From an optimization exercise on the open Yosys and OpenROAD flow, aimed at small area; shortcuts taken in it are not production practice. Function was checked by simulation only, so behaviour that the tests miss may differ from the original. Power and IR drop assume default switching activity.

==> design/flow/design.v <==
module gwct_top #(
    parameter CLK_HZ = 50_000_000,
    parameter BAUD   = 115_200
)(
    input         clk,
    input         rstn,
    input         gwct_rx,
    output        gwct_tx,
    output [31:0] PADDR,
    output        PSEL,
    output        PENABLE,
    output        PWRITE,
    output [31:0] PWDATA,
    output [3:0]  PSTRB,
    output [2:0]  PPROT,
    input  [31:0] PRDATA,
    input         PREADY,
    input         PSLVERR
);
    localparam integer DIV  = CLK_HZ / BAUD;
    localparam integer HALF = DIV / 2;
    function [8:0] lstep(input [8:0] c);
        lstep = {c[7:0], ~(c[8] ^ c[4])};
    endfunction
    function [8:0] LB(input integer n);
        integer i;
        reg [8:0] s;
        begin
            s = 9'd0;
            for (i = 0; i < n; i = i + 1)
                s = {~s[0] ^ s[5], s[8:1]};
            LB = s;
        end
    endfunction
    reg s0, s1, s2;
    always @(posedge clk) begin
        s0 <= gwct_rx; s1 <= s0; s2 <= s1;
    end
    wire rxi = s2;
    reg [3:0] rph;
    reg [8:0] rcnt;
    wire rz = (rcnt == 9'd0);
    wire sample = rph[3] & rz;
    wire [2:0] k = rph[2:0];
    wire byte_ok = (rph == 4'd2) & rz & rxi;
    always @(posedge clk or negedge rstn)
        if (!rstn) rph <= 4'd0;
        else if (rph == 4'd0) begin
            if (!rxi) rph <= 4'd1;
        end else if (rz) begin
            if (rph == 4'd1)       rph <= 4'd8;
            else if (rph == 4'd15) rph <= 4'd2;
            else if (rph == 4'd2)  rph <= 4'd0;
            else                   rph <= rph + 4'd1;
        end
    always @(posedge clk) begin
        if (rph == 4'd0)   rcnt <= LB(HALF);
        else if (rz)       rcnt <= LB(DIV - 1);
        else               rcnt <= lstep(rcnt);
    end
    localparam M0 = 4'd0, M1 = 4'd1, M9 = 4'd9, M10 = 4'd10,
               V1 = 4'd11, V2 = 4'd12, SETUP = 4'd13, ACCESS = 4'd14, WAIT = 4'd15;
    reg [3:0] ms;
    reg [31:0] A, D;
    reg [7:0] acc;
    reg wr, err, ok;
    reg [3:0] tph;
    reg [2:0] tb;
    reg [8:0] tcnt;
    wire tz = (tcnt == 9'd0);
    wire t_idle = (tph == 4'd0) && (tb == 3'd0);
    wire t_exit = (tb == 3'd0) && (tph == 4'd1) && (tcnt == LB(DIV - 2));
    wire done_apb = (ms == ACCESS) && PREADY;
    wire t_shift = tz && (tph == 4'd15) && (tb >= 3'd1) && (tb <= 3'd4);
    wire [7:0] magic = 8'h47;
    reg m;
    always @(*) begin
        if (ms == M1)
            m = (k == 3'd0) ? 1'b1 : (k == 3'd1) ? (rxi != wr) : !rxi;
        else if (ms == M10)
            m = (rxi == acc[k]);
        else
            m = (rxi == magic[k]);
    end
    always @(posedge clk or negedge rstn)
        if (!rstn) ms <= M0;
        else case (ms)
            M0:     if (byte_ok && ok) ms <= M1;
            M1:     if (byte_ok) ms <= ok ? 4'd2 : M0;
            M10:    if (byte_ok) ms <= ok ? V1 : M0;
            V1:     ms <= V2;
            V2:     ms <= SETUP;
            SETUP:  ms <= ACCESS;
            ACCESS: if (PREADY) ms <= WAIT;
            WAIT:   if (t_exit) ms <= M0;
            default: if (byte_ok) ms <= ms + 4'd1;
        endcase
    wire stor = (ms >= 4'd2) && (ms <= M9);
    always @(posedge clk) begin
        if (sample) ok <= (k == 3'd0 ? 1'b1 : ok) & m;
        if (sample && ms == M1 && k <= 3'd1) wr <= rxi;
        if ((byte_ok && stor && ms != M9) || t_shift) begin
            A <= {D[7:0], A[31:8]};
            D[23:0] <= D[31:8];
        end else if (done_apb)
            D[23:0] <= PRDATA[23:0];
        if (sample && stor)
            D[31:24] <= {rxi, D[31:25]};
        else if (done_apb)
            D[31:24] <= PRDATA[31:24];
        if (done_apb) err <= PSLVERR;
        if ((byte_ok && ms == M1) || done_apb)
            acc <= wr ? 8'h45 : 8'h46;
        else if (byte_ok && stor)
            acc <= acc ^ D[31:24];
        else if (t_shift)
            acc <= acc ^ D[7:0];
    end
    always @(posedge clk or negedge rstn)
        if (!rstn) begin
            tph <= 4'd0;
            tb  <= 3'd0;
        end else if (done_apb) begin
            tph <= 4'd0;
            tb  <= 3'd7;
        end else if (tz && !t_idle) begin
            if (tph == 4'd1) tph <= 4'd8;
            else             tph <= tph + 4'd1;
            if (tph == 4'd0) tb <= tb - 3'd1;
        end
    always @(posedge clk)
        if (done_apb)
            tcnt <= LB(4);
        else if (tz)
            tcnt <= (tph == 4'd15) ? LB(DIV + 1) : LB(DIV - 1);
        else
            tcnt <= lstep(tcnt);
    reg [7:0] tv;
    always @(*) begin
        case (tb)
            3'd6: tv = 8'h47;
            3'd5: tv = err ? 8'hFF : (wr ? 8'h02 : 8'h01);
            3'd0: tv = err ? 8'hB8 : acc;
            default: tv = err ? 8'h00 : D[7:0];
        endcase
    end
    assign gwct_tx = tph[3] ? tv[tph[2:0]] : ~tph[0];
    assign PADDR   = A;
    assign PWDATA  = D;
    assign PWRITE  = wr;
    assign PSEL    = (ms == SETUP) || (ms == ACCESS);
    assign PENABLE = (ms == ACCESS);
    assign PSTRB   = 4'hF;
    assign PPROT   = 3'b000;
endmodule
==> design/flow/flow/run.sh <==
#!/bin/bash
# Layout flow: the standard ORFS flow (standard.sh), with two changes to how
# the layout is built:
#  - port buffers use sky130_fd_sc_hd__buf_1 (every input and output port still
#    gets its own buffer, as in the standard flow);
#  - clock tree synthesis uses clkbuf_8 buffers, larger sink clusters and no
#    dummy load cells.
# The full output of the make run goes to flow_make.log in this folder; ORFS
# keeps each tool's own log under orfs/logs/.
set -euo pipefail
export BUFFER_PORTS_ARGS="-buffer_cell sky130_fd_sc_hd__buf_1"
export CTS_ARGS="-sink_clustering_enable -repair_clock_nets -dont_use_dummy_load -buf_list sky130_fd_sc_hd__clkbuf_8 -sink_clustering_size 60 -sink_clustering_max_diameter 200"
bash standard.sh > flow_make.log 2>&1
==> design/flow/standard.sh <==
#!/bin/bash
# synth_recipe.tcl (not shown) runs the flow's synth.tcl, then flattens the netlist and writes it again
# the make line also repeats each setting of config.mk as NAME=value (left out here)
make -C /OpenROAD-flow-scripts/flow DESIGN_CONFIG=/design/flow/config.mk WORK_HOME=/design/flow/orfs CLKGATE_MAP_FILE= SYNTH_SCRIPT=/design/flow/synth_recipe.tcl "${@:-finish}"
==> design/flow/config.mk <==
export PLATFORM = sky130hd
export DESIGN_NAME = gwct_top
export DESIGN_NICKNAME = gwct_top
export VERILOG_FILES = /design/flow/design.v
export SDC_FILE = /design/flow/constraint.sdc
export NUM_CORES = 4
export LEC_CHECK = 0
export CAP_MARGIN = 20
export CORE_MARGIN = 2
export CORE_UTILIZATION = 40
export SLEW_MARGIN = 20
==> design/flow/constraint.sdc <==
create_clock -name core_clock -period 20.0 [get_ports {clk}]
set_input_delay 4.0000 -clock core_clock [delete_from_list [all_inputs] [get_ports {clk}]]
set_output_delay 4.0000 -clock core_clock [all_outputs]
set_load 0.01 [all_outputs]
==> results.cfg, run 1 <==
[run_status]
status = no timing/DRC/antenna violations

[worst_hold_path]
hp-class = flop to flop
min_to = s2
hp-start = s1
whs_path_depth = 0

[logic_synthesis]
synthCells = 455
synth_area_sq_um = 5310
async_reset_ff_share_pct = 13.5
synth.top_cell.area_share_pct = 42.4
yosysSeqAreaShare_pct = 57.4
synthFlopType = edfxtp_1
synthTopCellsByCount = edfxtp_1, mux2_2, nor2_1
synth_top_cells_by_area = edfxtp_1, dfxtp_1, dfrtp_1, mux2_2, o21ai_0
yosys_warnings = 1
synth_seq_cells = 111
synth_top_cell_by_area = edfxtp_1
synth_edf_count = 75
synth_cell_type_count = 67
yosysMostFrequentCell = edfxtp_1
synth.avg_cell_area_sq_um = 11.7

[final_layout]
nNetsFinal = 591
antenna_cells = 0
utilization_pct = 45.3
layout-drive-gt1-share_pct = 10.7
filler_cell_count = 1215
multi_input_area_sq_um = 2060
seqCellArea_sq_um = 3050
areaGrowthSynthToFinish_pct = 11.8

[power_and_ir_drop]
vdd_ir_drop_max_mv = 0.0352
pwr-share-seq_pct = 68.4
p_switching_mw = 0.0682
sw_frac_of_total_pct = 19.1
p_int_mw = 0.288
pwr-share-comb_pct = 2.1
power_frac_clock_pct = 29.5
total_leakage_power_nw = 2.10
p_per_area_nw_per_um2 = 60.1
power.total_mw = 0.356

[die]
die_w_microns = 119
row_count = 42
pin_count = 112
start_util_pct = 40.6
die_area_sq_um = 14200
core_area_sq_um = 13100
die_h_microns = 119

[critical_path]
worstSetupStartpointType = flop
r2r_start = ms[0]
r2r_slack_ns = 15.82
critPathArrivalTime_ns = 2.47
criticalPathCategory = flop to output pin
rr_endpoint = D[16]
cp.required_ns = 16.00
cp-end-kind = output pin
rr_worst_depth = 7
cp_max_fo = 16

[global_routing]
grt_max_degree = 33
grt_overflow = 0
grt_usage_pct = 17.0
grt_pass1_wl_microns = 19100
grt_pass1_vias = 3729
antenna_found_initial = 0

[place]
gp_congestion = 0.845
dpl.hpwl_microns = 8770
port_buffers = 104

[cts]
clock_latency_ns = 0.37
post_cts_resized = 0
cts_tree = done
postCtsSetupBuffers = 0
cts_root_buffer = clkbuf_8
h-tree-depth = 3
cts_sinks = 111
cts_hold_buf = 0
cts_made_buffers = 9
path_clk_slew_ns = 0.09
clock_path_buffers = 2

[timing]
skew_ns = 0.0298
slew_headroom_pct = 27.1
slew_violations = 0
hold_ws_ns = 0.321
min_period_ns = 6.47
finalSetupViolCount = 0
rsz0062_at_grt = no
hold_viol_final = 0
fin_crit_sh_pct = 32.4
tns_ns = 0
fmax_mhz = 154
tightest_slew_ns = 1.09

[routing]
wl_met2_microns = 5860
routed_wirelength_microns = 12000
wl_met3_microns = 725
avgRoutedWirePerCell_microns = 16.6
highest_layer = met4
first_pass_iters = 5
vias = 3918
vias_per_cell = 5.45
wl_met1_microns = 5270
drc = 0
ant_nets = 0
drt-initial-drc-count = 442

[flow_run]
cap_violations = 0
worst max-delay path, cell delays in order, from the launching register on:
cell and delay, ns:
dfrtp_1 0.64, mux4_2 0.56, and4b_1 0.19, a2111oi_0 0.33, o221ai_1 0.21, buf_1 0.17
cells by family (layout without fill, tap and decap cells):
logic type,after synthesis,in the layout,synth area share [%]
fa+ha+maj,9,9,2.12
buf+inv,51,134,4.27
other cells,2,7,0.142
flops,111,111,57.4
xor+xnor,7,7,1.16
compound gates,83,83,10.0
mux,41,41,8.98
simple gates,151,151,15.9
state kept, by name, summed over array words and instances, names as in the netlist:
register and count:
D 32, ms 4, wr 1, tb 3
s0 1, s1 1, rph 4, rcnt 9
A 32, tcnt 9, ok 1, err 1
s2 1, acc 8, tph 4
stage by stage:
stage                     instance area (sq um)  std cells  worst slack, ns
after floorplan                            5330        460            14.30
after global placement                     5800        709            13.91
after detailed placement                   5800        710            13.95
after CTS                                  5930        719            13.54
after global routing                       5930        719            13.39
final                                      5930        719            13.53
power groups by stage:
stage | logic [mW] | clock network, mW | registers, mW
2_1_floorplan | 0.00469 | 0 | 0.249
3_3_place_gp | 0.00727 | 0 | 0.249
3_5_place_dp | 0.00740 | 0 | 0.249
4_1_cts | 0.00747 | 0.110 | 0.244
5_1_grt | 0.00825 | 0.119 | 0.244
6_report | 0.00732 | 0.105 | 0.244
per-layer routing:
metal | vias up | global-route usage [%]
met1 | 1924 | 22.6
met3 | 12 | 3.78
met4 | 0 | 4.24
met5 | - | 0
li1 | 1851 | -
met2 | 131 | 28.3
placed cells by master, fill, tap and decap left out, drive strengths merged, types with 7 or more instances in the layout:
cell and count:
a21oi 14, buf 108, clkbuf 9, conb 7, dfrtp 15, dfxtp 21, edfxtp 75, ha 9
inv 17, mux2 33, nand2 22, nand2b 11, nand3 20, nor2 29, nor3 11, nor4 8
o21ai 29, or3 7
how the worst max path moves through the flow:
stage,startpoint,endpoint,slack (ns),cells after the start
floorplan,tph[1],gwct_tx,14.30,5
global placement,tph[1],gwct_tx,13.91,5
detailed placement,tph[1],gwct_tx,13.95,5
CTS,tph[1],gwct_tx,13.54,5
global route,tph[1],gwct_tx,13.39,5
finish,tph[1],gwct_tx,13.53,5
cell type report:
cell class,count,area share [%]
flip-flops and latches,111,51.4
multi-input cells,298,34.7
well taps,176,3.71
repair buffers,108,7.04
clock buffers,9,2.09
inverters,17,1.08
==> inputs of run 2 (changes only) <==
--- a/design/flow/design.v
+++ b/design/flow/design.v
@@ -82,20 +82,16 @@
         else
             m = (rxi == magic[k]);
     end
+    wire stor = (ms >= 4'd2) && (ms <= M9);
+    wire ms_chk = (ms == M0) || (ms == M1) || (ms == M10);
+    wire ms_inc = (byte_ok && (stor || ok)) && (stor || ms_chk) ||
+                  (ms == V1) || (ms == V2) || (ms == SETUP) ||
+                  (ms == ACCESS && PREADY) || (ms == WAIT && t_exit);
+    wire ms_clr = byte_ok && !ok && ((ms == M1) || (ms == M10));
     always @(posedge clk or negedge rstn)
         if (!rstn) ms <= M0;
-        else case (ms)
-            M0:     if (byte_ok && ok) ms <= M1;
-            M1:     if (byte_ok) ms <= ok ? 4'd2 : M0;
-            M10:    if (byte_ok) ms <= ok ? V1 : M0;
-            V1:     ms <= V2;
-            V2:     ms <= SETUP;
-            SETUP:  ms <= ACCESS;
-            ACCESS: if (PREADY) ms <= WAIT;
-            WAIT:   if (t_exit) ms <= M0;
-            default: if (byte_ok) ms <= ms + 4'd1;
-        endcase
-    wire stor = (ms >= 4'd2) && (ms <= M9);
+        else if (ms_clr) ms <= M0;
+        else if (ms_inc) ms <= ms + 4'd1;
     always @(posedge clk) begin
         if (sample) ok <= (k == 3'd0 ? 1'b1 : ok) & m;
         if (sample && ms == M1 && k <= 3'd1) wr <= rxi;
@@ -135,16 +131,20 @@
             tcnt <= (tph == 4'd15) ? LB(DIV + 1) : LB(DIV - 1);
         else
             tcnt <= lstep(tcnt);
-    reg [7:0] tv;
+    wire [2:0] kt = tph[2:0];
+    wire [7:0] errchk = 8'hB8;
+    wire bd = D[kt];
+    wire ba = acc[kt];
+    reg tbit;
     always @(*) begin
         case (tb)
-            3'd6: tv = 8'h47;
-            3'd5: tv = err ? 8'hFF : (wr ? 8'h02 : 8'h01);
-            3'd0: tv = err ? 8'hB8 : acc;
-            default: tv = err ? 8'h00 : D[7:0];
+            3'd6: tbit = magic[kt];
+            3'd5: tbit = err | (wr ? (kt == 3'd1) : (kt == 3'd0));
+            3'd0: tbit = err ? errchk[kt] : ba;
+            default: tbit = ~err & bd;
         endcase
     end
-    assign gwct_tx = tph[3] ? tv[tph[2:0]] : ~tph[0];
+    assign gwct_tx = tph[3] ? tbit : ~tph[0];
     assign PADDR   = A;
     assign PWDATA  = D;
     assign PWRITE  = wr;
==> design/flow/flow/run.sh (replaced) <==
#!/bin/bash
# Layout flow: the standard ORFS flow (standard.sh) with these changes to
# how the layout is made:
#  1. after the standard synthesis, its combinational logic is mapped again by
#     yosys/ABC with area-oriented scripts (flip-flops untouched: same
#     instances, names and cell types); the smallest result that a SAT
#     equivalence check proves equal to the standard netlist replaces it;
#  2. port buffers are sky130_fd_sc_hd__buf_1 (every port still gets one);
#  3. CTS uses clkbuf_8, larger sink clusters and no dummy loads;
#  4. non-critical gates are downsized after global routing (RECOVER_POWER).
# Each tool writes its full output to its own log file in this folder.
set -uo pipefail
HERE=$(pwd)
F=$HERE/flow
R=$HERE/orfs/results/$FLOW_PLATFORM/gwct_top/base
LIB=$FLOW_HOME/platforms/$FLOW_PLATFORM/lib/sky130_fd_sc_hd__tt_025C_1v80.lib
DONTUSE=$(grep -o 'sky130_fd_sc_hd__\(probe\|lpflow\)[a-z0-9_]*' $FLOW_HOME/platforms/$FLOW_PLATFORM/config.mk | sort -u | sed 's/^/-dont_use /' | tr '\n' ' ')

export BUFFER_PORTS_ARGS="-buffer_cell sky130_fd_sc_hd__buf_1"
export CTS_ARGS="-sink_clustering_enable -repair_clock_nets -dont_use_dummy_load -buf_list sky130_fd_sc_hd__clkbuf_8 -sink_clustering_size 60 -sink_clustering_max_diameter 200"
export RECOVER_POWER=100

bash standard.sh synth > flow_synth.log 2>&1 || exit 1

cp $R/1_2_yosys.v std_synth.v
python3 $F/mkcomb.py $LIB comb_cells.v > mkcomb.log 2>&1
python3 $F/cutff.py std_synth.v std_cut.v > cut_std.log 2>&1
best=""
bestarea=""
for s in a b c; do
  sed -e "s#@LIB@#$LIB#g" -e "s#@DONTUSE@#$DONTUSE#" -e "s#@SCRIPT@#$F/abc_$s.script#" \
      -e "s#@OUT@#resynth_$s.v#g" $F/resynth.ys > resynth_$s.ys
  timeout 900 yosys -s resynth_$s.ys > resynth_$s.log 2>&1 || continue
  python3 $F/cutff.py resynth_$s.v resynth_$s.cut.v > cut_$s.log 2>&1 || continue
  sed -e "s#@GOLD@#std_cut.v#" -e "s#@GATE@#resynth_$s.cut.v#" $F/cec.ys > cec_$s.ys
  timeout 900 yosys -s cec_$s.ys > cec_$s.log 2>&1 || continue
  area=$(grep 'Chip area' resynth_$s.v.stat | awk '{print $NF}')
  echo "script $s: area $area, equivalent" >> resynth_summary.log
  if [[ -z "$best" ]] || python3 -c "import sys; sys.exit(0 if $area < $bestarea else 1)"; then
    best=resynth_$s.v; bestarea=$area
  fi
done
if [[ -n "$best" ]]; then
  echo "using $best ($bestarea)" >> resynth_summary.log
  cp $best $R/1_2_yosys.v
  touch $R/1_2_yosys.v
else
  echo "no re-mapped netlist passed; keeping the standard one" >> resynth_summary.log
fi

bash standard.sh > flow_make.log 2>&1
==> design/flow/flow/abc_a.script (new file) <==
strash
&get -n
&st
&deepsyn -T 20
&dch -f
&nf -R 1000
&put
topo
dnsize
==> design/flow/flow/abc_b.script (new file) <==
strash
&get -n
&st
&deepsyn -T 20 -S 7
&dch -f
&nf -R 1000
&put
strash
&get -n
&st
&deepsyn -T 20
&dch -f
&nf -R 1000
&put
topo
dnsize
==> design/flow/flow/abc_c.script (new file) <==
strash
&get -n
&st
&syn2
&dch -f
&nf -R 1000
&put
topo
dnsize
==> design/flow/flow/cec.ys (new file) <==
# Combinational equivalence of two netlists whose flip-flops were cut into
# inputs (Q) and outputs (D, DE, RESET_B, SET_B) by cutff.py.
read_verilog comb_cells.v
read_verilog @GOLD@
rename gwct_top gold
read_verilog @GATE@
rename gwct_top gate
hierarchy -check
flatten gold gate
techmap
opt_clean
miter -equiv -flatten -make_assert gold gate miter
hierarchy -top miter
sat -verify -prove-asserts miter
==> design/flow/flow/cutff.py (new file) <==
# cutff.py IN OUT: turn a mapped netlist into a purely combinational module:
# every flip-flop instance is removed, its Q net becomes an input named
# ffq_<n> and its data/control nets become outputs named ffi_<n>_<pin>.
import re,sys
src=open(sys.argv[1]).read()
mod=re.search(r'module\s+gwct_top\s*\((.*?)\);(.*?)endmodule',src,re.S)
ports,body=mod.group(1),mod.group(2)
inst_re=re.compile(r'\s*(sky130_fd_sc_hd__(?:df|edf)\w*)\s+(\\\S+|\S+)\s*\((.*?)\);',re.S)
newports=[];decl=[];assigns=[]
def key(n):
    return re.sub(r'[^A-Za-z0-9_]','_',n)
ffs=[]
def repl(m):
    typ,name,pins=m.groups()
    k=key(name)
    ffs.append(name)
    for pn,net in re.findall(r'\.(\w+)\(([^()]*)\)',pins):
        net=net.strip()
        if net.startswith('\\'): net=net+' '
        if pn=='Q':
            newports.append('ffq_'+k); decl.append('  input ffq_%s;'%k); assigns.append('  assign %s = ffq_%s;'%(net,k))
        elif pn in ('CLK',):
            continue
        else:
            newports.append('ffi_%s_%s'%(k,pn)); decl.append('  output ffi_%s_%s;'%(k,pn)); assigns.append('  assign ffi_%s_%s = %s;'%(k,pn,net))
    return '\n'
body2=inst_re.sub(repl,body)
# drop 'reg' style declarations not needed; flop Q nets may be declared as output/wire already
out='module gwct_top(%s, %s);\n%s\n%s\n%s\nendmodule\n'%(ports,', '.join(newports),'\n'.join(decl),body2,'\n'.join(assigns))
open(sys.argv[2],'w').write(out)
print(len(ffs),'flops cut')
==> design/flow/flow/mkcomb.py (new file) <==
# mkcomb.py LIB OUT: write a Verilog model of every combinational cell of the
# liberty file LIB (from its pin functions) to OUT.
import re,sys
lib=open(sys.argv[1]).read()
out=[]
# split into cells
for m in re.finditer(r'\n    cell \("(sky130_fd_sc_hd__\w+)"\) \{(.*?)\n    \}',lib,re.S):
    name,body=m.groups()
    if re.search(r'\b(ff|latch|statetable)\s*\(',body): continue
    pins=[]
    for pm in re.finditer(r'pin \("(\w+)"\) \{(.*?)\n        \}',body,re.S):
        pn,pb=pm.groups()
        d=re.search(r'direction : "(\w+)"',pb)
        f=re.search(r'function : "([^"]*)"',pb)
        pins.append((pn,d.group(1) if d else None,f.group(1) if f else None))
    outs=[p for p in pins if p[1]=='output' and p[2]]
    ins=[p for p in pins if p[1]=='input']
    if not outs: continue
    if any(p[1]=='output' and not p[2] for p in pins): continue
    ports=[p[0] for p in ins]+[p[0] for p in outs]
    s='module %s(%s);\n'%(name,', '.join(ports))
    for p in ins: s+='  input %s;\n'%p[0]
    for p in outs:
        f=p[2].replace('!','~')
        f=re.sub(r'(\w|\))\s+(\w|\(|~)',r'\1 & \2',f)
        s+='  output %s;\n  assign %s = %s;\n'%(p[0],p[0],f)
    s+='endmodule\n'
    out.append(s)
open(sys.argv[2],'w').write('\n'.join(out))
print(len(out))
==> design/flow/flow/resynth.ys (new file) <==
# Re-map the combinational logic of the standard synthesis netlist; every
# flip-flop instance (a blackbox here) keeps its name, cell type and nets.
read_verilog comb_cells.v
read_liberty -lib -ignore_redef @LIB@
read_verilog std_synth.v
hierarchy -check -top gwct_top
flatten
opt -purge
techmap
opt -purge
abc -liberty @LIB@ @DONTUSE@ -script @SCRIPT@
read_liberty -lib -ignore_redef @LIB@
hierarchy -check -top gwct_top
opt_clean -purge
setundef -zero
splitnets
opt_clean -purge
hilomap -singleton -hicell sky130_fd_sc_hd__conb_1 HI -locell sky130_fd_sc_hd__conb_1 LO
rename -hide w:* i:* o:* %u %d
opt_clean -purge
check -assert
tee -o @OUT@.stat stat -liberty @LIB@
write_verilog -noattr -nohex -nodec @OUT@
==> run 2 against run 1 <==
Total power fell by 0.14%. Maximum frequency rose by 5.1%. Still clean. Die area fell by 13%. Worst hold slack improved by 0.011 ns. Design area fell by 10%. Combinational power fell by 15%.
==> results.cfg, run 2 <==
[timing]
fin_crit_sh_pct = 30.8
finalSetupViolCount = 0
hold_viol_final = 0
skew_ns = 0.0328
fmax_mhz = 162
slew_violations = 0
slew_headroom_pct = 10.5
min_period_ns = 6.16
rsz0062_at_grt = no
tightest_slew_ns = 1.34
tns_ns = 0

[routing]
highest_layer = met4
routed_wirelength_microns = 9820
first_pass_iters = 4
wl_met2_microns = 4680
avgRoutedWirePerCell_microns = 15.9
drc = 0
vias = 3238
wl_met3_microns = 651
drt-initial-drc-count = 263
wl_met1_microns = 4350
vias_per_cell = 5.25
ant_nets = 0

[cts]
cts_sinks = 111
clock_latency_ns = 0.38
post_cts_resized = 0
clock_path_buffers = 2
h-tree-depth = 3
cts_root_buffer = clkbuf_8
cts_tree = done
cts_made_buffers = 9
postCtsSetupBuffers = 0
path_clk_slew_ns = 0.08
cts_hold_buf = 0

[power_and_ir_drop]
p_int_mw = 0.287
p_switching_mw = 0.0684
sw_frac_of_total_pct = 19.2
p_per_area_nw_per_um2 = 66.9
pwr-share-seq_pct = 68.5
total_leakage_power_nw = 1.77
vdd_ir_drop_max_mv = 0.0458
power.total_mw = 0.356
power_frac_clock_pct = 29.7
pwr-share-comb_pct = 1.7

[critical_path]
slowest_delay_ns = 0.56
r2r_slack_ns = 14.78
critPathArrivalTime_ns = 2.16
cp-end-kind = output pin
critical_path.cell_chain = clkinv_1 > nand2_1 > o22ai_1 > nor4_1 > a21oi_1 > o2bb2ai_1 > nand2_1 > o21ai_0 > buf_1
cp.buffers_inverters = 2
worstSetupStartpointType = flop
cp_common_cell = nand2_1
critPathSlowestCell = dfrtp_1
cp_max_fo = 12
cp.required_ns = 16.00
cp_top_family = flip-flops
criticalPathCategory = flop to output pin

[logic_synthesis]
synthCells = 353
yosys_warnings = 1
synth.avg_cell_area_sq_um = 13.0
synth_area_sq_um = 4600

[worst_hold_path]
hp-class = flop to flop

[global_routing]
antenna_found_initial = 0
grt_usage_pct = 16.0
grt_pass1_vias = 3169
grt_pass1_wl_microns = 15800
grt_overflow = 0
grt_max_degree = 33

[place]
dpl.hpwl_microns = 7130
port_buffers = 104
gp_congestion = 0.850

[die]
die_area_sq_um = 12400
pin_count = 112
core_area_sq_um = 11300
die_w_microns = 111
row_count = 39
die_h_microns = 111
start_util_pct = 40.6

[final_layout]
mostFrequentLayoutCells = buf_1, edfxtp_1, mux2_1
layout-drive-gt1-share_pct = 1.90
nNetsFinal = 513
final_common_cell = buf_1
top_regs = A (32), D (32)
areaGrowthSynthToFinish_pct = 15.7
antenna_cells = 0

[flow_run]
cap_violations = 0

[run_status]
status = no timing/DRC/antenna violations
==> run 2: worst paths after layout <==
| path | start | to | cells past startpoint |
|---|---|---|---|
| max | tph[0] | gwct_tx | 9 |
| min | s0 | s1 | 0 |
| max reg2reg | rcnt[8] | A[30] | 11 |
| min reg2reg | s0 | s1 | 0 |
| max in group asynchronous | rstn | tb[2] | 1 |
| min in group asynchronous | rstn | tph[1] | 1 |
==> run 2: through the flow <==
stage	area [sq um]	util, %	hold slack (ns)	std cells	worst slack (ns)
final	5320	47.0	0.332	617	13.84
after global routing	5320	47.0	0.339	617	13.64
after detailed placement	5210	46.0	0.316	607	14.25
after global placement	5210	46.0	0.311	607	14.31
after floorplan	4620	-	0.310	358	14.61
after CTS	5330	47.1	0.336	616	13.85
==> run 2: layer usage <==
layer	up-vias	global-route usage, %
li1	1565	-
met1	1556	21.3
met2	105	25.5
met3	12	4.37
met4	0	5.10
met5	-	0
==> run 2: power groups by stage <==
stage	clock, mW	sequential [mW]	combinational, mW
2_1_floorplan	0	0.249	0.00287
3_3_place_gp	0	0.249	0.00614
3_5_place_dp	0	0.249	0.00629
4_1_cts	0.110	0.244	0.00636
5_1_grt	0.117	0.244	0.00735
6_report	0.106	0.244	0.00622
==> run 2: final cells by class <==
class	instances	area (sq um)
repair buffers	107	402
multi-input cells	240	1540
well taps	143	179
inverters	7	26.3
clock buffers	9	124
fillers	1100	6000
flip-flops and latches	111	3050
==> inputs of run 3 (changes only) <==
--- a/design/flow/design.v
+++ b/design/flow/design.v
@@ -105,11 +105,13 @@
         else if (done_apb)
             D[31:24] <= PRDATA[31:24];
         if (done_apb) err <= PSLVERR;
-        if ((byte_ok && ms == M1) || done_apb)
+        if (done_apb && PSLVERR)
+            acc <= 8'hB8;
+        else if ((byte_ok && ms == M1) || done_apb)
             acc <= wr ? 8'h45 : 8'h46;
         else if (byte_ok && stor)
             acc <= acc ^ D[31:24];
-        else if (t_shift)
+        else if (t_shift && !err)
             acc <= acc ^ D[7:0];
     end
     always @(posedge clk or negedge rstn)
@@ -140,7 +142,7 @@
         case (tb)
             3'd6: tbit = magic[kt];
             3'd5: tbit = err | (wr ? (kt == 3'd1) : (kt == 3'd0));
-            3'd0: tbit = err ? errchk[kt] : ba;
+            3'd0: tbit = ba;
             default: tbit = ~err & bd;
         endcase
     end
--- a/design/flow/flow/run.sh
+++ b/design/flow/flow/run.sh
@@ -27,7 +27,7 @@
 python3 $F/cutff.py std_synth.v std_cut.v > cut_std.log 2>&1
 best=""
 bestarea=""
-for s in a b c; do
+for s in a b c d e; do
   sed -e "s#@LIB@#$LIB#g" -e "s#@DONTUSE@#$DONTUSE#" -e "s#@SCRIPT@#$F/abc_$s.script#" \
       -e "s#@OUT@#resynth_$s.v#g" $F/resynth.ys > resynth_$s.ys
   timeout 900 yosys -s resynth_$s.ys > resynth_$s.log 2>&1 || continue
==> design/flow/flow/abc_d.script (new file) <==
strash
&get -n
&st
&deepsyn -T 30 -S 3
&dch -f
&nf -R 1000
&put
strash
&get -n
&st
&deepsyn -T 15 -S 5
&dch -f
&nf -R 1000
&put
topo
dnsize
==> design/flow/flow/abc_e.script (new file) <==
strash
&get -n
&st
&deepsyn -T 20 -S 11
&dch -f
&nf -R 1000
&put
strash
&get -n
&st
&deepsyn -T 20 -S 13
&dch -f
&nf -R 1000
&put
topo
dnsize
==> run 3 against run 2 <==
The layout now fails its checks (capacitance limit, slew limit). Wire length increased by 2.6%. Count of clock-buffer cells in the layout unchanged. Combinational power increased to 5.0 times the previous value. Utilization increased by 0.82 points. Non-clock buffer count increased by 1. Worst hold slack improved by 0.0022 ns.
==> results.cfg, run 3 <==
[die]
die_h_microns = 110
die_w_microns = 110
core_area_sq_um = 10800
pin_count = 112
row_count = 38
start_util_pct = 41.1
die_area_sq_um = 12000

[global_routing]
grt_usage_pct = 17.6
grt_overflow = 0
antenna_found_initial = 0
grt_pass1_vias = 3193
grt_pass1_wl_microns = 16100
grt_max_degree = 57

[final_layout]
post_layout_nonfiller_instances = 614
nNetsFinal = 513
top_regs = A (32), D (32)
mostFrequentLayoutCells = buf_1, edfxtp_1, nor2_1
layout-drive-gt1-share_pct = 2.11
areaGrowthSynthToFinish_pct = 16.3
final_common_cell = buf_1
antenna_cells = 0

[cts]
clock_path_buffers = 2
cts_sinks = 111
cts_tree = done
cts_hold_buf = 0
path_clk_slew_ns = 0.09
h-tree-depth = 3
cts_root_buffer = clkbuf_8
cts_made_buffers = 9
postCtsSetupBuffers = 0
post_cts_resized = 0
clock_latency_ns = 0.37

[critical_path]
worstSetupStartpointType = flop
critical_path.cell_chain = nor3_1 > clkinv_1 > nand2_1 > a21oi_1 > o221ai_1 > o21ai_0 > nand2_1 > o21ai_0 > nand2_1 > o21ai_0 > buf_1
cp_top_family = simple AND/OR/NAND/NOR gates
criticalPathCategory = flop to output pin
critPathSlowestCell = nor3_1
cp-end-kind = output pin
cp_max_fo = 7
slowest_delay_ns = 0.52
r2r_slack_ns = 14.31
critPathArrivalTime_ns = 2.43
cp.required_ns = 16.00
cp.buffers_inverters = 2

[routing]
vias_per_cell = 5.38
ant_nets = 0
drc = 0
first_pass_iters = 4
drt-initial-drc-count = 222
routed_wirelength_microns = 10100
avgRoutedWirePerCell_microns = 16.4
vias = 3306

[power_and_ir_drop]
total_leakage_power_nw = 1.71
power.total_mw = 0.402
vdd_ir_drop_max_mv = 0.0442
p_per_area_nw_per_um2 = 77.5

[place]
dp.cells = 605
port_buffers = 104
gp_congestion = 0.840
dpl.hpwl_microns = 7150

[flow_run]
cap_violations = 1

[timing]
hold_viol_final = 0
fmax_mhz = 155
rsz0062_at_grt = no
skew_ns = 0.0312
finalSetupViolCount = 0
hold_ws_ns = 0.334
fin_crit_sh_pct = 32.2
tns_ns = 0
tightest_slew_ns = 3.12
min_period_ns = 6.43
slew_violations = 57
slew_headroom_pct = -108

[run_status]
status = complete, but fails checks
so_faults = capacitance limit, slew limit

[logic_synthesis]
yosys_warnings = 1
synthCells = 352
synth.avg_cell_area_sq_um = 12.7
synth_area_sq_um = 4460

[worst_hold_path]
hp-class = flop to flop
[run 3: cell types whose count changed in the layout (fill, tap and decap cells not counted), moves of 5 or more]
cell	change
xnor2_1	-9
nor2_1	+5
nand3_1	+5
dfxtp_1	+8
nand2_1	+6
nor3_1	-12
edfxtp_1	-8
[run 3: area by class of cell]
class / instances / area (sq um)
clock buffers: 9 / 124
fillers: 1036 / 5660
inverters: 6 / 22.5
multi-input cells: 240 / 1490
flip-flops and latches: 111 / 2970
well taps: 140 / 175
repair buffers: 108 / 405
[run 3: worst register-to-register path, stage by stage (launching register included)]
cell	delay [ns]
dfxtp_1	0.32
or4_1	0.54
or4_1	0.40
nor3_1	0.49
and2_0	0.34
and4_1	0.35
nand3_1	0.22
nand2_2	0.10
clkbuf_1	2.18
mux2_1	0.49
[run 3: final timing paths]
path                          from  endpoint  cells past startpoint
setup reg to reg           tcnt[7]      D[2]                      9
min in group asynchronous     rstn    tph[1]                      1
setup / recovery             tb[1]   gwct_tx                     11
max in group asynchronous     rstn    tph[3]                      1
hold / removal                  s1        s2                      0
hold reg to reg                 s1        s2                      0
[run 3: metrics by stage]
stage	util, %	area (sq um)	setup slack [ns]
3_3_place_gp	46.8	5070	14.07
5_1_grt	47.8	5180	13.31
3_5_place_dp	46.9	5080	13.90
6_report	47.8	5180	13.57
4_1_cts	48.0	5200	13.61
2_1_floorplan	-	4480	14.49
[run 3: where the power goes]
group / internal, mW / leakage [nW] / switching, mW
Combinational: 0.0160 / 0.632 / 0.0154
Clock: 0.0406 / 0.0647 / 0.0640
Sequential: 0.254 / 1.02 / 0.0115
Total: 0.311 / 1.71 / 0.0908
[run 3: metal layers]
metal | wire length (microns) | vias to the layer above | part of all wire (%) | global-route usage (%)
met3 | 485 | 9 | 4.8 | 3.44
li1 | - | 1578 | - | -
met2 | 5020 | 96 | 50 | 29.3
met5 | 0 | - | 0 | 0
met4 | 145 | 0 | 1.4 | 7.41
met1 | 4420 | 1623 | 44 | 22.5
==> inputs of run 4 (changes only) <==
--- a/design/flow/flow/run.sh
+++ b/design/flow/flow/run.sh
@@ -7,7 +7,7 @@
 #     equivalence check proves equal to the standard netlist replaces it;
 #  2. port buffers are sky130_fd_sc_hd__buf_1 (every port still gets one);
 #  3. CTS uses clkbuf_8, larger sink clusters and no dummy loads;
-#  4. non-critical gates are downsized after global routing (RECOVER_POWER).
+
 # Each tool writes its full output to its own log file in this folder.
 set -uo pipefail
 HERE=$(pwd)
@@ -18,7 +18,6 @@
 
 export BUFFER_PORTS_ARGS="-buffer_cell sky130_fd_sc_hd__buf_1"
 export CTS_ARGS="-sink_clustering_enable -repair_clock_nets -dont_use_dummy_load -buf_list sky130_fd_sc_hd__clkbuf_8 -sink_clustering_size 60 -sink_clustering_max_diameter 200"
-export RECOVER_POWER=100
 
 bash standard.sh synth > flow_synth.log 2>&1 || exit 1
 
==> run 4 against run 3 <==
Now clean on timing, DRC and antenna. Global-route usage shrank 0.58 points. Worst setup slack improved by 0.25 ns. Sequential share of layout area shrank 0.11 points. Combinational power decreased by 2%. Largest power group unchanged. Sequential power about the same. Total power increased by 0.94%. Maximum frequency increased by 4.1%. Synthesized cell count grew 0.28%. Die area is essentially flat. Non-clock buffer count shrank 1. Clock skew shrank 0.0033 ns. Critical path type unchanged.
==> results.cfg, run 4 <==
[timing]
slew_violations = 0
fin_crit_sh_pct = 30.9
setup_slack_ns = 13.82
tns_ns = 0
min_period_ns = 6.18
hold_viol_final = 0
finalSetupViolCount = 0
rsz0062_at_grt = no
tightest_slew_ns = 0.931
slew_headroom_pct = 37.4
fmax_mhz = 162
skew_ns = 0.0280

[cts]
cts_hold_buf = 0
cts_tree = done
cts_sinks = 111
postCtsSetupBuffers = 0
clock_latency_ns = 0.37
cts_made_buffers = 9
h-tree-depth = 3
cts_root_buffer = clkbuf_8
clock_path_buffers = 2
post_cts_resized = 0
path_clk_slew_ns = 0.10

[routing]
avgRoutedWirePerCell_microns = 15.8
first_pass_iters = 4
drc = 0
ant_nets = 0
vias_per_cell = 5.36
routed_wirelength_microns = 9680
drt-initial-drc-count = 167
vias = 3292

[critical_path]
critPathArrivalTime_ns = 2.18
r2r_slack_ns = 15.66
criticalPathCategory = flop to output pin
r2r_start = rcnt[8]
cp_max_fo = 7
rr_worst_depth = 10
rr_endpoint = D[20]
cp.required_ns = 16.00
cp-end-kind = output pin
worstSetupStartpointType = flop

[power_and_ir_drop]
total_leakage_power_nw = 1.79
p_per_area_nw_per_um2 = 78.0
vdd_ir_drop_max_mv = 0.0585

[die]
die_w_microns = 110
core_area_sq_um = 10800
row_count = 38
start_util_pct = 41.1
die_area_sq_um = 12000
pin_count = 112
die_h_microns = 110

[place]
pre_cts_ws_ns = 13.94
dpl_cell_area_sq_um = 5070
port_buffers = 104
gp_congestion = 0.863
dpl.hpwl_microns = 7010

[global_routing]
grt_usage_pct = 17.0
grt_pass1_vias = 3278
grt_overflow = 0
grt_max_degree = 57
grt_pass1_wl_microns = 15800
antenna_found_initial = 0

[worst_hold_path]
hp-start = s0
hp-class = flop to flop
whs_path_depth = 0
min_to = s1

[final_layout]
fin_area_sq_um = 5190
antenna_cells = 0
filler_cell_count = 1034
final_common_cell = buf_1
mostFrequentLayoutCells = buf_1, edfxtp_1, nor2_1
areaGrowthSynthToFinish_pct = 16.6
layout-drive-gt1-share_pct = 2.95
nNetsFinal = 513
top_regs = A (32), D (32)

[logic_synthesis]
synthCells = 353
yosys_warnings = 1
synth.avg_cell_area_sq_um = 12.6
synth_area_sq_um = 4450

[run_status]
status = no timing/DRC/antenna violations

[flow_run]
cap_violations = 0
run 4: worst max path at each step:
stage,from,cells after the start,endpoint
finish,tb[1],10,gwct_tx
global route,tb[1],10,gwct_tx
CTS,tb[1],10,gwct_tx
detailed placement,PREADY,7,acc[3]
global placement,PREADY,7,acc[2]
floorplan,tb[1],9,gwct_tx
run 4: critical path, cell delays in order, from the launching register on:
cell	delay, ns
dfrtp_1	0.45
nor3_1	0.43
nor2_1	0.11
a21oi_1	0.13
nor2_1	0.07
o221ai_1	0.07
o21ai_0	0.10
a22o_1	0.18
nand2_1	0.06
o21ai_0	0.07
buf_1	0.16
run 4: area by class of cell:
| class | count | area, sq um | share of cell area (%) |
|---|---|---|---|
| inverter | 8 | 30.0 | 0.578 |
| clock buffer | 9 | 124 | 2.38 |
| timing repair buffer | 107 | 413 | 7.95 |
| multi-input combinational | 239 | 1480 | 28.6 |
| sequential | 111 | 2970 | 57.1 |
| tap | 140 | 175 | 3.37 |
run 4: per-layer routing:
metal  track usage, %  part of all wire (%)  vias up
met3             4.27                   8.1       10
li1                 -                     -     1568
met2             29.4                    49      114
met1             21.1                    41     1600
met5                0                     0        -
met4             4.97                   1.4        0
run 4: metrics by stage:
stage | instances | hold slack (ns) | util (%) | power, mW
after global routing | 614 | 0.349 | 47.9 | 0.423
after detailed placement | 605 | 0.316 | 46.8 | 0.303
after CTS | 614 | 0.340 | 47.9 | 0.409
after floorplan | 358 | 0.310 | - | 0.291
final | 614 | 0.338 | 47.9 | 0.405
after global placement | 605 | 0.311 | 46.7 | 0.300
run 4: power breakdown:
group / internal (mW) / switching, mW
Clock: 0.0407 / 0.0669
Combinational: 0.0160 / 0.0146
Sequential: 0.254 / 0.0127
==> inputs of run 5 (changes only) <==
--- a/design/flow/flow/run.sh
+++ b/design/flow/flow/run.sh
@@ -7,6 +7,8 @@
 #     equivalence check proves equal to the standard netlist replaces it;
 #  2. port buffers are sky130_fd_sc_hd__buf_1 (every port still gets one);
 #  3. CTS uses clkbuf_8, larger sink clusters and no dummy loads;
+#  4. the constant outputs (PSTRB, PPROT) share one tie cell (conb_1 has a
+#     HI and a LO pin) instead of one tie cell per port.
 
 # Each tool writes its full output to its own log file in this folder.
 set -uo pipefail
@@ -17,6 +19,7 @@
 DONTUSE=$(grep -o 'sky130_fd_sc_hd__\(probe\|lpflow\)[a-z0-9_]*' $FLOW_HOME/platforms/$FLOW_PLATFORM/config.mk | sort -u | sed 's/^/-dont_use /' | tr '\n' ' ')
 
 export BUFFER_PORTS_ARGS="-buffer_cell sky130_fd_sc_hd__buf_1"
+export SKIP_REPAIR_TIE_FANOUT=1
 export CTS_ARGS="-sink_clustering_enable -repair_clock_nets -dont_use_dummy_load -buf_list sky130_fd_sc_hd__clkbuf_8 -sink_clustering_size 60 -sink_clustering_max_diameter 200"
 
 bash standard.sh synth > flow_synth.log 2>&1 || exit 1
@@ -41,6 +44,7 @@
 done
 if [[ -n "$best" ]]; then
   echo "using $best ($bestarea)" >> resynth_summary.log
+  python3 $F/mergetie.py $best > mergetie.log 2>&1
   cp $best $R/1_2_yosys.v
   touch $R/1_2_yosys.v
 else
==> design/flow/flow/mergetie.py (new file) <==
# mergetie.py FILE: if the netlist has one conb_1 used only for HI and one
# used only for LO, drive both nets from a single conb_1 (it has both pins).
import re,sys
s=open(sys.argv[1]).read()
ties=list(re.finditer(r'  sky130_fd_sc_hd__conb_1 (\S+) \(\s*\.(HI|LO)\(([^()]*)\)\s*\);\n',s))
his=[m for m in ties if m.group(2)=='HI']; los=[m for m in ties if m.group(2)=='LO']
if len(ties)==2 and len(his)==1 and len(los)==1:
    h,l=his[0],los[0]
    merged='  sky130_fd_sc_hd__conb_1 %s (\n    .HI(%s),\n    .LO(%s)\n  );\n'%(h.group(1),h.group(3),l.group(3))
    s=s.replace(l.group(0),'').replace(h.group(0),merged)
    open(sys.argv[1],'w').write(s)
    print('merged')
else:
    print('left as is: %d tie cells'%len(ties))
==> run 5 against run 4 <==
Non-clock buffer count fell by 1. Global-route usage decreased by 0.53 points. Total power down 0.45%. Highest routed layer unchanged. Worst setup slack worse by 0.055 ns. Sequential share of layout area increased by 0.30 points. Synthesized cell count shrank 0.28%. Die area hardly changed. Register-to-register slack gained 0.07 ns. Worst hold slack lost 0.0067 ns. Count of clock-buffer cells in the layout stayed put. Sequential cell count unchanged. Still clean on timing, DRC and antenna. Maximum frequency fell by 0.87%.
==> results.cfg, run 5 <==
[power_and_ir_drop]
total_leakage_power_nw = 1.77
vdd_ir_drop_max_mv = 0.0357
p_per_area_nw_per_um2 = 78.1

[timing]
finalSetupViolCount = 0
rsz0062_at_grt = no
setup_slack_ns = 13.77
min_period_ns = 6.23
tightest_slew_ns = 0.950
fmax_mhz = 160
tns_ns = 0
fin_crit_sh_pct = 31.2
slew_headroom_pct = 36.1
skew_ns = 0.0337
hold_viol_final = 0
hold_ws_ns = 0.331
slew_violations = 0

[final_layout]
antenna_cells = 0
layout-drive-gt1-share_pct = 3.00
areaGrowthSynthToFinish_pct = 16.1
top_regs = A (32), D (32)
final_common_cell = buf_1
post_layout_nonfiller_instances = 607
nNetsFinal = 507
mostFrequentLayoutCells = buf_1, edfxtp_1, nor2_1

[global_routing]
grt_pass1_wl_microns = 15100
antenna_found_initial = 0
grt_pass1_vias = 3016
grt_usage_pct = 16.5
grt_overflow = 0
grt_max_degree = 57

[routing]
ant_nets = 0
drt-initial-drc-count = 154
vias = 3172
drc = 0
routed_wirelength_microns = 9550
vias_per_cell = 5.23
avgRoutedWirePerCell_microns = 15.7
first_pass_iters = 4

[logic_synthesis]
synth_area_sq_um = 4450
synthCells = 352
synth.avg_cell_area_sq_um = 12.6
yosys_warnings = 1

[die]
core_area_sq_um = 10800
start_util_pct = 41.1
pin_count = 112
die_w_microns = 109
row_count = 38
die_h_microns = 109
die_area_sq_um = 12000

[cts]
clock_path_buffers = 2
cts_hold_buf = 0
postCtsSetupBuffers = 0
cts_made_buffers = 9
cts_sinks = 111
post_cts_resized = 0
cts_tree = done
clock_latency_ns = 0.39
h-tree-depth = 3
cts_root_buffer = clkbuf_8
path_clk_slew_ns = 0.09

[critical_path]
cp_max_fo = 7
criticalPathCategory = flop to output pin
slowest_delay_ns = 0.45
worstSetupStartpointType = flop
cp.depth = 10
critical_path.cell_chain = nor3_1 > nor2_1 > a21oi_1 > nor2_1 > o221ai_1 > o21ai_0 > a22o_1 > nand2_1 > o21ai_0 > buf_1
critPathSlowestCell = dfrtp_1
cp.required_ns = 16.00
cp_top_family = simple AND/OR/NAND/NOR gates
rr_worst_depth = 10
critPathArrivalTime_ns = 2.23
cp.buffers_inverters = 1
cp-end-kind = output pin

[place]
dpl.hpwl_microns = 6950
port_buffers = 104
pre_cts_ws_ns = 13.95
dp.cells = 598
gp_congestion = 0.827

[flow_run]
cap_violations = 0

[run_status]
status = no timing/DRC/antenna violations

[worst_hold_path]
whs_path_depth = 0
hp-class = flop to flop
[run 5: worst register-to-register path, stage by stage, from the launching register on]
cell and delay [ns]:
dfxtp_1 0.31, nor4_1 0.29, nand2_1 0.09, nor3_1 0.65, nor3b_1 0.35, nand3_1 0.27, nor2_1 0.63, o21ai_0 0.32
nand2_2 0.14, buf_4 0.54, mux2_1 0.43
[run 5: layout make-up]
class | instances | area, sq um
Timing Repair Buffer | 106 | 403
Fill cell | 1021 | 5670
Inverter | 8 | 30.0
Clock buffer | 9 | 124
Sequential cell | 111 | 2970
Tap cell | 140 | 175
Multi-Input combinational cell | 233 | 1470
[run 5: per-layer routing]
metal,global-route usage (%),wire length (microns),vias to the layer above
met2,25.4,4370,89
met5,0,0,-
met1,23.3,4490,1515
li1,-,-,1557
met3,3.02,513,11
met4,6.24,175,0
[run 5: per-stage QoR]
stage                     cell area, sq um  util [%]  total power [mW]
after global placement                5030      46.4             0.299
after global routing                  5170      47.7             0.420
after detailed placement              5040      46.5             0.301
after floorplan                       4450         -             0.291
after CTS                             5160      47.6             0.407
final                                 5170      47.7             0.403
[run 5: power by group]
group	internal [mW]	switching, mW
registers	0.254	0.0123
clock network	0.0406	0.0665
logic	0.0160	0.0137
total	0.311	0.0925
[run 5: path summary, 6_finish.rpt]
check | from | endpoint | slack [ns]
hold / removal | s0 | s1 | 0.33
max in group asynchronous | rstn | ms[0] | 15.72
min in group asynchronous | rstn | tb[2] | 3.72
setup reg to reg | rcnt[5] | D[12] | 15.73
hold reg to reg | s0 | s1 | 0.33
setup / recovery | tb[1] | gwct_tx | 13.77
==> inputs of run 6 (changes only) <==
--- a/design/flow/flow/run.sh
+++ b/design/flow/flow/run.sh
@@ -29,7 +29,7 @@
 python3 $F/cutff.py std_synth.v std_cut.v > cut_std.log 2>&1
 best=""
 bestarea=""
-for s in a b c d e; do
+for s in a b c d e f g h i j; do
   sed -e "s#@LIB@#$LIB#g" -e "s#@DONTUSE@#$DONTUSE#" -e "s#@SCRIPT@#$F/abc_$s.script#" \
       -e "s#@OUT@#resynth_$s.v#g" $F/resynth.ys > resynth_$s.ys
   timeout 900 yosys -s resynth_$s.ys > resynth_$s.log 2>&1 || continue
==> design/flow/flow/abc_f.script (new file) <==
strash
&get -n
&st
&deepsyn -T 20 -S 4
&dch -f
&nf -R 1000
&put
topo
dnsize
==> design/flow/flow/abc_g.script (new file) <==
strash
&get -n
&st
&deepsyn -T 20 -S 8
&dch -f
&nf -R 1000
&put
topo
dnsize
==> design/flow/flow/abc_h.script (new file) <==
strash
&get -n
&st
&deepsyn -T 20 -S 21
&dch -f
&nf -R 1000
&put
topo
dnsize
==> design/flow/flow/abc_i.script (new file) <==
strash
&get -n
&st
&deepsyn -T 20 -S 33
&dch -f
&nf -R 1000
&put
topo
dnsize
==> design/flow/flow/abc_j.script (new file) <==
strash
&get -n
&st
&deepsyn -T 20 -S 4
&dch -f
&nf -R 1000
&put
strash
&get -n
&st
&deepsyn -T 20 -S 17
&dch -f
&nf -R 1000
&put
topo
dnsize
==> run 6 against run 5 <==
Maximum frequency decreased by 0.77%. Count of clock-buffer cells in the layout unchanged. Wire length increased by 4.4%. Worst hold slack improved by 0.0018 ns. Sequential power increased by 7%. Critical path depth increased by 1. Combinational power increased by 71%. Sequential share of layout area about the same. Clock skew increased by 0.0047 ns. Still clean on timing, DRC and antenna. Synthesized area about the same. First-iteration DRC count increased by 24%. Critical path type unchanged. Largest power group unchanged.
==> results.cfg, run 6 <==
[final_layout]
top_regs = A (32), D (32)
antenna_cells = 0
final_common_cell = buf_1
nNetsFinal = 502
layout-drive-gt1-share_pct = 3.25
areaGrowthSynthToFinish_pct = 16.2
filler_cell_count = 1044
mostFrequentLayoutCells = buf_1, edfxtp_1, nor2_1

[timing]
hold_ws_ns = 0.333
slew_violations = 0
finalSetupViolCount = 0
hold_viol_final = 0
slew_headroom_pct = 40.3
skew_ns = 0.0385
rsz0062_at_grt = no
fin_crit_sh_pct = 31.4
fmax_mhz = 159
setup_slack_ns = 13.72
tightest_slew_ns = 0.895
tns_ns = 0
min_period_ns = 6.28

[cts]
cts_hold_buf = 0
post_cts_resized = 0
cts_sinks = 111
postCtsSetupBuffers = 0
cts_tree = done
cts_made_buffers = 9
h-tree-depth = 3
path_clk_slew_ns = 0.08
clock_latency_ns = 0.38
cts_root_buffer = clkbuf_8
clock_path_buffers = 2

[power_and_ir_drop]
p_int_mw = 0.328
pwr-share-comb_pct = 11.5
power_frac_clock_pct = 24.2
total_leakage_power_nw = 1.76
pwr-share-seq_pct = 64.3
vdd_ir_drop_max_mv = 0.0326
p_switching_mw = 0.114
p_per_area_nw_per_um2 = 85.6
sw_frac_of_total_pct = 25.9

[die]
core_area_sq_um = 10800
row_count = 38
die_w_microns = 109
die_h_microns = 109
die_area_sq_um = 12000
start_util_pct = 41.0
pin_count = 112

[worst_hold_path]
whs_path_depth = 0
hp-start = s1
min_to = s2
hp-class = flop to flop

[critical_path]
startpoint = tb[1]
rr_worst_depth = 14
cp-end-kind = output pin
criticalPathCategory = flop to output pin
r2r_start = rcnt[5]
cp_max_fo = 6
critPathArrivalTime_ns = 2.28
rr_endpoint = A[17]
cp.required_ns = 16.00
r2r_slack_ns = 15.65
worstSetupStartpointType = flop

[logic_synthesis]
yosys_warnings = 1
synth_area_sq_um = 4450
synth.avg_cell_area_sq_um = 12.9
synthCells = 346

[flow_run]
cap_violations = 0

[place]
gp_congestion = 0.900
port_buffers = 104
dpl.hpwl_microns = 7280
pre_cts_ws_ns = 13.73

[global_routing]
grt_usage_pct = 17.4
grt_overflow = 0
grt_max_degree = 33
antenna_found_initial = 0
grt_pass1_vias = 3208
grt_pass1_wl_microns = 15800

[routing]
first_pass_iters = 4
routed_wirelength_microns = 9970
drt-initial-drc-count = 191
vias = 3244
ant_nets = 0
drc = 0
vias_per_cell = 5.39
avgRoutedWirePerCell_microns = 16.6

[run_status]
status = no timing/DRC/antenna violations
run 6: final cells by class:
cell class,count,area (sq um),share of cell area [%]
inverter,5,18.8,0.363
sequential,111,2970,57.4
timing repair buffer,107,413,7.99
clock buffer,9,124,2.40
tap,140,175,3.39
multi-input combinational,230,1470,28.5
run 6: critical path, stage by stage (launching register included):
cell and delay, ns:
dfrtp_1 0.44, nor3_1 0.43, clkinv_1 0.20, nand2_1 0.10
a21oi_1 0.07, o221ai_1 0.07, nor2_1 0.06, o21ai_0 0.13
o21ai_0 0.10, nand2_1 0.07, o21ai_0 0.10, buf_1 0.15
run 6: stage by stage:
stage          total power, mW  area [sq um]  std cells  util, %
6_report                 0.443          5170        602     47.7
5_1_grt                  0.465          5170        602     47.7
4_1_cts                  0.446          5170        602     47.7
3_5_place_dp             0.341          5040        593     46.5
3_3_place_gp             0.338          5040        593     46.5
2_1_floorplan            0.322          4450        346        -
run 6: layer usage:
metal  share of wire, %  vias to the layer above  GRT usage, %
met2                 48                      109          28.2
met4                2.5                        0          9.22
met1                 43                     1565          21.7
met3                6.6                       21          3.91
li1                   -                     1549             -
met5                  0                        -             0
run 6: power groups by stage:
stage / clock (mW) / combinational, mW / sequential (mW)
floorplan: 0 / 0.0390 / 0.283
global placement: 0 / 0.0492 / 0.289
detailed placement: 0 / 0.0515 / 0.289
CTS: 0.110 / 0.0516 / 0.285
global route: 0.117 / 0.0596 / 0.288
finish: 0.107 / 0.0509 / 0.285
run 6: how the worst max path moves through the flow:
stage	slack (ns)	to
floorplan	14.43	acc[2]
global placement	13.95	acc[5]
detailed placement	13.73	acc[5]
CTS	13.67	gwct_tx
global route	13.36	gwct_tx
finish	13.72	gwct_tx
==> inputs of run 7 (changes only) <==
--- a/design/flow/design.v
+++ b/design/flow/design.v
@@ -83,6 +83,8 @@
             m = (rxi == magic[k]);
     end
     wire stor = (ms >= 4'd2) && (ms <= M9);
+    wire chain = (byte_ok && stor && ms != M9) || t_shift;
+    wire rx_sh = sample && stor;
     wire ms_chk = (ms == M0) || (ms == M1) || (ms == M10);
     wire ms_inc = (byte_ok && (stor || ok)) && (stor || ms_chk) ||
                   (ms == V1) || (ms == V2) || (ms == SETUP) ||
@@ -95,15 +97,12 @@
     always @(posedge clk) begin
         if (sample) ok <= (k == 3'd0 ? 1'b1 : ok) & m;
         if (sample && ms == M1 && k <= 3'd1) wr <= rxi;
-        if ((byte_ok && stor && ms != M9) || t_shift) begin
+        if (chain)
             A <= {D[7:0], A[31:8]};
-            D[23:0] <= D[31:8];
-        end else if (done_apb)
-            D[23:0] <= PRDATA[23:0];
-        if (sample && stor)
-            D[31:24] <= {rxi, D[31:25]};
-        else if (done_apb)
-            D[31:24] <= PRDATA[31:24];
+        if (chain || done_apb)
+            D[23:0] <= ({24{chain}} & D[31:8]) | ({24{done_apb}} & PRDATA[23:0]);
+        if (rx_sh || done_apb)
+            D[31:24] <= ({8{rx_sh}} & {rxi, D[31:25]}) | ({8{done_apb}} & PRDATA[31:24]);
         if (done_apb) err <= PSLVERR;
         if (done_apb && PSLVERR)
             acc <= 8'hB8;
--- a/design/flow/config.mk
+++ b/design/flow/config.mk
@@ -7,5 +7,5 @@
 export LEC_CHECK = 0
 export CAP_MARGIN = 20
 export CORE_MARGIN = 2
-export CORE_UTILIZATION = 40
+export CORE_UTILIZATION = 75
 export SLEW_MARGIN = 20
==> run 7 against run 6 <==
Via count grew 20%. Global-route usage grew 23 points. First-iteration DRC count grew to 5.4 times the previous value. Sequential cell count is the same. Clock skew shrank 0.014 ns. Critical path depth shrank 4. Utilization grew 43 points. Sequential share of layout area grew 1.6 points. Die area shrank 46%. Largest cell class unchanged. Worst hold slack gained 0.016 ns.
==> results.cfg, run 7 <==
[critical_path]
cp-end-kind = output pin
critPathArrivalTime_ns = 2.73
cp_common_cell = o21ai_0
cp.required_ns = 16.00
critical_path.cell_chain = nor3_1 > o21ai_0 > o31ai_1 > a22o_1 > nand2_1 > o21ai_0 > buf_1
cp_top_family = compound AO/OA/AOI/OAI gates
r2r_slack_ns = 16.35
worstSetupStartpointType = flop
cp.buffers_inverters = 1
critPathSlowestCell = nor3_1
cp.depth = 7
r2r_start = rcnt[4]
rr_endpoint = acc[6]
criticalPathCategory = flop to output pin
cp_max_fo = 8
rr_worst_depth = 12
slowest_delay_ns = 0.52

[final_layout]
final_common_cell = buf_1
filler_cell_count = 236
areaGrowthSynthToFinish_pct = 14.7
utilization_pct = 90.3
antenna_cells = 0
mostFrequentLayoutCells = buf_1, edfxtp_1, a22o_1
post_layout_nonfiller_instances = 540
nNetsFinal = 508
seqCellArea_sq_um = 2970
layout-drive-gt1-share_pct = 3.21
multi_input_area_sq_um = 1410
top_regs = A (32), D (32)
fin_area_sq_um = 5030

[timing]
hold_viol_final = 0
finalSetupViolCount = 0
slew_violations = 0
setup_slack_ns = 13.27
min_period_ns = 6.73
fin_crit_sh_pct = 33.7
fmax_mhz = 149
tightest_slew_ns = 0.859
tns_ns = 0
skew_ns = 0.0249
hold_ws_ns = 0.349
slew_headroom_pct = 42.4
rsz0062_at_grt = no

[place]
dpl_cell_area_sq_um = 4900
pre_cts_ws_ns = 13.79
dp.cells = 531
port_buffers = 104
dpl.hpwl_microns = 8060
gp_congestion = 1.11

[routing]
ant_nets = 0
drt-initial-drc-count = 1028
avgRoutedWirePerCell_microns = 23.4
drc = 0
vias_per_cell = 7.24
routed_wirelength_microns = 12600
first_pass_iters = 17
vias = 3908

[power_and_ir_drop]
vdd_ir_drop_max_mv = 0.0615
p_per_area_nw_per_um2 = 78.6
power.total_mw = 0.395
total_leakage_power_nw = 1.64

[cts]
clock_latency_ns = 0.38
postCtsSetupBuffers = 0
clock_path_buffers = 2
cts_sinks = 111
cts_hold_buf = 0
cts_tree = done
cts_root_buffer = clkbuf_8
post_cts_resized = 0
path_clk_slew_ns = 0.09
h-tree-depth = 3
cts_made_buffers = 9

[die]
die_w_microns = 80.5
row_count = 27
die_h_microns = 80.5
die_area_sq_um = 6470
pin_count = 112
start_util_pct = 78.7
core_area_sq_um = 5570

[global_routing]
grt_overflow = 0
grt_pass1_wl_microns = 18700
grt_max_degree = 57
grt_usage_pct = 40.4
grt_pass1_vias = 3589
antenna_found_initial = 0

[logic_synthesis]
yosys_warnings = 1
synth.avg_cell_area_sq_um = 12.5
synthCells = 352
synth_area_sq_um = 4390

[worst_hold_path]
whs_path_depth = 0
min_to = s2
hp-start = s1
hp-class = flop to flop

[run_status]
status = no timing/DRC/antenna violations

[flow_run]
cap_violations = 0
run 7: report_power, final:
| part | leakage (nW) | switching, mW | internal (mW) |
|---|---|---|---|
| sequential | 0.916 | 0.0124 | 0.252 |
| combinational | 0.656 | 0.0132 | 0.0109 |
| clock | 0.0647 | 0.0660 | 0.0406 |
run 7: worst max-delay path by stage:
stage               to  startpoint
6_report       gwct_tx       tb[0]
5_1_grt        gwct_tx       tb[0]
4_1_cts        gwct_tx       tb[0]
3_5_place_dp    acc[6]      PREADY
3_3_place_gp    acc[6]      PREADY
2_1_floorplan    ms[3]      PREADY
run 7: layout make-up:
class	count	share of cell area, %
Clock buffer	9	2.46
Tap cell	72	1.79
Sequential cell	111	59.0
Inverter	7	0.522
Multi-Input combinational cell	234	28.0
Timing Repair Buffer	107	8.21
run 7: routing by layer:
layer / GRT usage (%) / wire (microns) / share of wire, %
met5: 0 / 22 / 0.17
met3: 13.3 / 1800 / 14
met4: 22.2 / 1010 / 8.0
met2: 64.9 / 5910 / 47
met1: 48.3 / 3900 / 31
==> inputs of run 8 (changes only) <==
--- a/design/flow/config.mk
+++ b/design/flow/config.mk
@@ -7,5 +7,5 @@
 export LEC_CHECK = 0
 export CAP_MARGIN = 20
 export CORE_MARGIN = 2
-export CORE_UTILIZATION = 75
+export CORE_UTILIZATION = 60
 export SLEW_MARGIN = 20
==> run 8 against run 7 <==
Highest routed layer is now met4. Critical endpoint unchanged. Sequential cell count unchanged. Clock skew up 0.0030 ns. Wire length is 25% lower. Via count decreased by 15%. Register-to-register slack improved by 0.14 ns. Cell count rose by 5.6%. Critical path depth grew 3. Sequential power hardly changed. Utilization is 19 points lower. Die area increased by 24%. Count of clock-buffer cells in the layout did not move.
==> results.cfg, run 8 <==
[run_status]
status = no timing/DRC/antenna violations

[place]
dpl.hpwl_microns = 6750
port_buffers = 104
gp_congestion = 0.998
dp.cells = 561
pre_cts_ws_ns = 13.90

[routing]
drt-initial-drc-count = 194
avgRoutedWirePerCell_microns = 16.6
first_pass_iters = 7
vias = 3328
vias_per_cell = 5.84
routed_wirelength_microns = 9450
drc = 0
ant_nets = 0

[cts]
postCtsSetupBuffers = 0
cts_sinks = 111
cts_made_buffers = 9
cts_hold_buf = 0
clock_path_buffers = 2
cts_root_buffer = clkbuf_8
post_cts_resized = 0
clock_latency_ns = 0.36
cts_tree = done
path_clk_slew_ns = 0.10
h-tree-depth = 3

[timing]
hold_viol_final = 0
tightest_slew_ns = 0.999
tns_ns = 0
setup_slack_ns = 13.59
rsz0062_at_grt = no
skew_ns = 0.0279
slew_violations = 0
min_period_ns = 6.41
finalSetupViolCount = 0
fin_crit_sh_pct = 32.0
slew_headroom_pct = 32.8
fmax_mhz = 156

[die]
die_w_microns = 89.5
die_h_microns = 89.5
core_area_sq_um = 7180
start_util_pct = 61.1
pin_count = 112
die_area_sq_um = 8010
row_count = 31

[final_layout]
final_common_cell = buf_1
filler_cell_count = 553
nNetsFinal = 511
top_regs = A (32), D (32)
areaGrowthSynthToFinish_pct = 15.9
post_layout_nonfiller_instances = 570
antenna_cells = 0
layout-drive-gt1-share_pct = 3.40
mostFrequentLayoutCells = buf_1, edfxtp_1, a22o_1
utilization_pct = 70.8

[flow_run]
cap_violations = 0

[critical_path]
critPathArrivalTime_ns = 2.41
r2r_start = tcnt[4]
critPathCapture = gwct_tx
startpoint = tb[0]
criticalPathCategory = flop to output pin
r2r_slack_ns = 16.49
cp_max_fo = 8
cp.required_ns = 16.00
worstSetupStartpointType = flop
rr_endpoint = acc[6]
cp-end-kind = output pin
rr_worst_depth = 11

[global_routing]
grt_overflow = 0
grt_pass1_wl_microns = 14700
grt_usage_pct = 24.4
grt_pass1_vias = 2985
antenna_found_initial = 0
grt_max_degree = 47

[power_and_ir_drop]
p_per_area_nw_per_um2 = 76.4
total_leakage_power_nw = 1.65
vdd_ir_drop_max_mv = 0.0405

[logic_synthesis]
yosys_warnings = 1
synthCells = 352
synth_area_sq_um = 4390
synth.avg_cell_area_sq_um = 12.5

[worst_hold_path]
hp-class = flop to flop
## run 8: changes by cell type in the layout (fill, tap and decap cells not counted), sizes merged
cell / change
buf: +3
## run 8: stage by stage
step | hold WS (ns) | power (mW) | area, sq um
after floorplan | 0.310 | 0.279 | 4390
after global placement | 0.313 | 0.286 | 4940
after detailed placement | 0.321 | 0.288 | 4960
after CTS | 0.321 | 0.391 | 5080
after global routing | 0.331 | 0.403 | 5080
final | 0.311 | 0.388 | 5080
## run 8: how the worst min path moves through the flow
stage | end | start | slack (ns) | depth (start not counted)
3_5_place_dp | s2 | s1 | 0.32 | 0
6_report | s2 | s1 | 0.31 | 0
5_1_grt | s2 | s1 | 0.33 | 0
4_1_cts | s2 | s1 | 0.32 | 0
2_1_floorplan | s1 | s0 | 0.31 | 0
3_3_place_gp | s2 | s1 | 0.31 | 0
## run 8: layout make-up
cell class | instances | area [sq um] | area share, %
sequential | 111 | 2970 | 58.4
multi-input combinational | 234 | 1390 | 27.4
timing repair buffer | 110 | 448 | 8.81
clock buffer | 9 | 124 | 2.44
tap | 99 | 124 | 2.44
inverter | 7 | 26.3 | 0.517
## run 8: worst max-delay path: stages (launching register included)
cell and delay (ns):
dfrtp_1 0.46, nor3_1 0.52, nor2_1 0.13, a21oi_1 0.14, nor2_1 0.07, nand2_1 0.07, o31ai_1 0.06, a22o_1 0.23
nand2_1 0.06, o21ai_0 0.13, buf_1 0.17
## run 8: per-layer routing
metal	track usage (%)	vias up	share of wire, %
met5	0	-	0
met4	8.41	0	1.6
met3	7.20	18	8.5
met2	35.7	154	47
met1	35.1	1554	43
li1	-	1602	-
## run 8: report_power, final
| group | leakage, nW | switching, mW | total (mW) | internal (mW) |
|---|---|---|---|---|
| logic | 0.665 | 0.00980 | 0.0207 | 0.0109 |
| clock network | 0.0647 | 0.0650 | 0.106 | 0.0407 |
| registers | 0.916 | 0.00989 | 0.262 | 0.252 |
| total | 1.65 | 0.0846 | 0.388 | 0.304 |

port drivers added, routing unchanged:
The flow's constraints put no driver on any port. The routed layouts listed below were extracted and timed again, unchanged, in two steps.
Step 1 assumes that a clkbuf_16 drives the clock port and a buf_2 every other input.
Step 2 adds t to the input delays and takes it off the output delays; t is the mean of the earliest and latest rising clock arrival at the registers after step 1. Input paths then give back, and output paths get back, about the clock's delay inside the block.
Three values: ideal ports, drivers, drivers and shift; two values: the first two.
run	t, ns	setup WS [ns]	worst setup path after step 2	clock arrival spread, ns	cell pins on the clock port's net
run 1	0.394	13.527 / 13.493 / 13.887	register to output	0.030 / 0.030	1
run 2	0.400	13.840 / 13.808 / 14.209	register to output	0.033 / 0.033	1
run 3	0.383	13.567 / 13.534 / 13.887	input to register	0.031 / 0.032	1
run 4	0.386	13.820 / 13.786 / 13.940	input to register	0.028 / 0.028	1
run 5	0.403	13.765 / 13.733 / 13.943	input to register	0.034 / 0.034	1
run 6	0.392	13.717 / 13.684 / 13.736	input to register	0.039 / 0.038	1
run 7	0.397	13.267 / 13.233 / 13.631	register to output	0.025 / 0.025	1
run 8	0.376	13.590 / 13.557 / 13.864	input to register	0.028 / 0.028	1
